Background: an optimization exercise with open tools, aiming at small area. Do not read the settings as production practice.
The RTL was checked by simulation tests, not by an equivalence proof against the original design.
Power figures rest on the tool's default switching activity, not on a simulated workload.

== exp/onyx ==
==> flow/design.v (excerpt) <==
module sv_remapper_12k_top #(
  parameter DATA_WIDTH       = 8,
  parameter IMAGE_KERNEL_12K = 64,
  parameter IMG_WIDTH        = 256,
  parameter IMG_HEIGHT       = 128
)(
  input  logic                  i_clk,
  input  logic                  i_aresetn,
  input  logic [DATA_WIDTH-1:0] s_axis_tdata,
  input  logic                  s_axis_tvalid,
  input  logic                  s_axis_tuser,
  input  logic                  s_axis_tlast,
  output logic                  s_axis_tready,
  output logic [DATA_WIDTH-1:0] m_axis_tdata,
  output logic                  m_axis_tvalid,
  output logic                  m_axis_tuser,
  output logic                  m_axis_tlast
);
always_ff @( posedge i_clk, negedge i_aresetn )
  begin
    if ( ~i_aresetn ) s_axis_tready <= 1'b0;
    else              s_axis_tready <= 1'b1;
  end
logic [DATA_WIDTH-1:0] wr_data;
logic                  wr_en;
logic [5:0]            wr_idx_nx;
logic                  kernel_done;
logic [5:0]            rd_idx_nx;
logic [DATA_WIDTH-1:0] rd_data;
logic                  rd_frame_start;
logic                  rd_line_end;
s_axis_remapper #(
  .DATA_WIDTH       ( DATA_WIDTH       ),
  .IMAGE_KERNEL_12K ( IMAGE_KERNEL_12K )
) remapper_receiver (
  .i_clk         ( i_clk         ),
  .i_aresetn     ( i_aresetn     ),
  .i_axis_tdata  ( s_axis_tdata  ),
  .i_axis_tvalid ( s_axis_tvalid ),
  .o_wr_data     ( wr_data       ),
  .o_wr_en       ( wr_en         ),
  .o_wr_idx_nx   ( wr_idx_nx     ),
  ...
For scale: about 1400 cells after synthesis, roughly 570 flip-flops, ~22000 µm² of cells after synthesis.
clock: 4.0 ns
lec_check: 0
cap_margin: 20
core_margin: 2
core_utilization: 40
gpl_timing_driven: 0
slew_margin: 20
run.sh (not shown) runs the stock make flow with config.mk's settings and CLKGATE_MAP_FILE= SYNTH_SCRIPT=/design/flow/synth_recipe.tcl, a recipe that flattens the netlist after the stock synthesis.
exp/onyx went all the way through synthesis, placement and routing and the layout is clean on timing, DRC and antenna.
For exp/quartz, these inputs were changed with respect to exp/onyx:
# exp/onyx
export LEC_CHECK = 0
export CAP_MARGIN = 20
export CORE_MARGIN = 2
export CORE_UTILIZATION = 40
export GPL_TIMING_DRIVEN = 0
export SLEW_MARGIN = 20
create_clock -name core_clock -period 4.0 [get_ports {i_clk}]
# exp/quartz
export LEC_CHECK = 0
export CAP_MARGIN = 20
export CORE_MARGIN = 2
export CORE_UTILIZATION = 55
export CTS_BUF_LIST = sky130_fd_sc_hd__clkbuf_8
export GPL_TIMING_DRIVEN = 0
export SLEW_MARGIN = 20
create_clock -name core_clock -period 4.0 [get_ports {i_clk}]
==> run notes <==
Between exp/onyx and exp/quartz, number of cells in the finished layout apart from fillers decreased.
Die footprint (exp/quartz vs. exp/onyx) decreases by more than a quarter
Diff exp/onyx -> exp/quartz: utilization higher, final worst slack saw a decrease, total setup violations reported at the end of the flow grew by 1.
Total routing resource utilization after global routing: exp/quartz vs exp/onyx up 11 points
exp/quartz: all stages done; final checks FAILED (negative setup slack).
exp/onyx: flow completed, timing, DRC and antenna clean
Summary: with exp/onyx as the reference, power dissipated by switching net loads in exp/quartz moved down by a few percent.
When exp/quartz is measured against exp/onyx, its share of the cycle needed by the critical path after routing turns out 8.8 points higher.
For total power, dividing the value from exp/quartz by the value from exp/onyx gives 0.925.
Wire length in exp/quartz vs exp/onyx: up 270 µm
#### Input delta (exp/xenon over exp/quartz)
# exp/quartz
export LEC_CHECK = 0
export CAP_MARGIN = 20
export CORE_MARGIN = 2
export CORE_UTILIZATION = 55
export CTS_BUF_LIST = sky130_fd_sc_hd__clkbuf_8
export GPL_TIMING_DRIVEN = 0
export SLEW_MARGIN = 20
create_clock -name core_clock -period 4.0 [get_ports {i_clk}]
# exp/xenon
export LEC_CHECK = 0
export CAP_MARGIN = 20
export CORE_MARGIN = 2
export CORE_UTILIZATION = 55
export CTS_BUF_LIST = sky130_fd_sc_hd__clkbuf_8
export GPL_TIMING_DRIVEN = 0
export SETUP_SLACK_MARGIN = 0.3
export SLEW_MARGIN = 20
create_clock -name core_clock -period 4.0 [get_ports {i_clk}]
Findings:
Of exp/quartz and exp/xenon, the lower post-route fraction of the period consumed by the critical path belongs to exp/xenon.
~same routed length on met2 in exp/quartz and exp/xenon
Shortest period the worst path allows, exp/quartz and exp/xenon: larger value in exp/quartz
As far as fraction of area in registers is concerned, exp/xenon and exp/quartz perform about the same.
Every stage of exp/quartz finished as expected; the final checks, on the other hand, flagged negative setup slack, which means the layout fails.
exp/xenon | status: complete | timing, DRC, antenna: pass
Compared exp/xenon against exp/quartz; layout cell share with drive strength beyond 1 within noise.
Of exp/xenon and exp/quartz, it is exp/xenon that has the higher via-per-instance ratio.
Input-level comparison between exp/willow and exp/xenon:
# exp/xenon
export LEC_CHECK = 0
export CAP_MARGIN = 20
export CORE_MARGIN = 2
export CORE_UTILIZATION = 55
export CTS_BUF_LIST = sky130_fd_sc_hd__clkbuf_8
export GPL_TIMING_DRIVEN = 0
export SETUP_SLACK_MARGIN = 0.3
export SLEW_MARGIN = 20
create_clock -name core_clock -period 4.0 [get_ports {i_clk}]
# exp/willow
export LEC_CHECK = 0
export CAP_MARGIN = 20
export CORE_MARGIN = 2
export CORE_UTILIZATION = 55
export CTS_BUF_LIST = sky130_fd_sc_hd__clkbuf_16
export CTS_CLUSTER_DIAMETER = 80
export CTS_CLUSTER_SIZE = 30
export GPL_TIMING_DRIVEN = 0
export SETUP_SLACK_MARGIN = 0.3
export SLEW_MARGIN = 20
create_clock -name core_clock -period 4.0 [get_ports {i_clk}]
--- outcome ---
Looking at exp/xenon and exp/willow, the relative area of non-clock buffer cells in the final design is a wash.
exp/xenon -> exp/willow: global-route wire length before repair decreased slightly
Summary — clock skew, exp/willow relative to exp/xenon: higher, by 0.0045 ns.
DRC violation total after the first TritonRoute iteration on exp/willow is behind exp/xenon.
exp/xenon -> exp/willow: total power consumption of the routed design decreased by a little under 10%
Of exp/xenon and exp/willow, exp/xenon shows the higher maximum level of the CTS H-tree, with exp/willow below it.
The run showing the greater layout overhead on the synthesized area is exp/xenon.
For final count of pins violating max slew, exp/willow and exp/xenon come out practically identical.
Looking at met3 routed wirelength, exp/willow sits below exp/xenon.
Global routing met3 resource utilization | exp/willow below exp/xenon
Cells: exp/willow has fewer instances than exp/xenon

## static timing again, ports no longer ideal
How much do the figures lean on ideal ports? The routed layouts below were timed once more, with nothing changed but the port constraints. Step 1 sets driving cells, clkbuf_16 on the clock port and buf_2 on the other inputs (assumed; they add their load-dependent delay and slew). Step 2 adds t to the input delays and takes it off the output delays; t is the mean of the earliest and latest rising clock arrival at the registers after step 1. Input paths then give back, and output paths get back, about the clock's delay inside the block. Slacks: no drivers / after step 1 / after step 2; pairs: no drivers / after step 1.
run | t (ns) | setup WS [ns] | worst setup path after step 2 | latest minus earliest clock arrival (ns)
exp/onyx | 0.700 | 0.212 / 0.212 / 0.212 | register to register | 0.049 / 0.049
exp/quartz | 0.704 | -0.140 / -0.140 / -0.140 | register to register | 0.028 / 0.029
exp/xenon | 0.703 | 0.321 / 0.321 / 0.321 | register to register | 0.029 / 0.028
exp/willow | 0.652 | 0.356 / 0.356 / 0.356 | register to register | 0.034 / 0.034
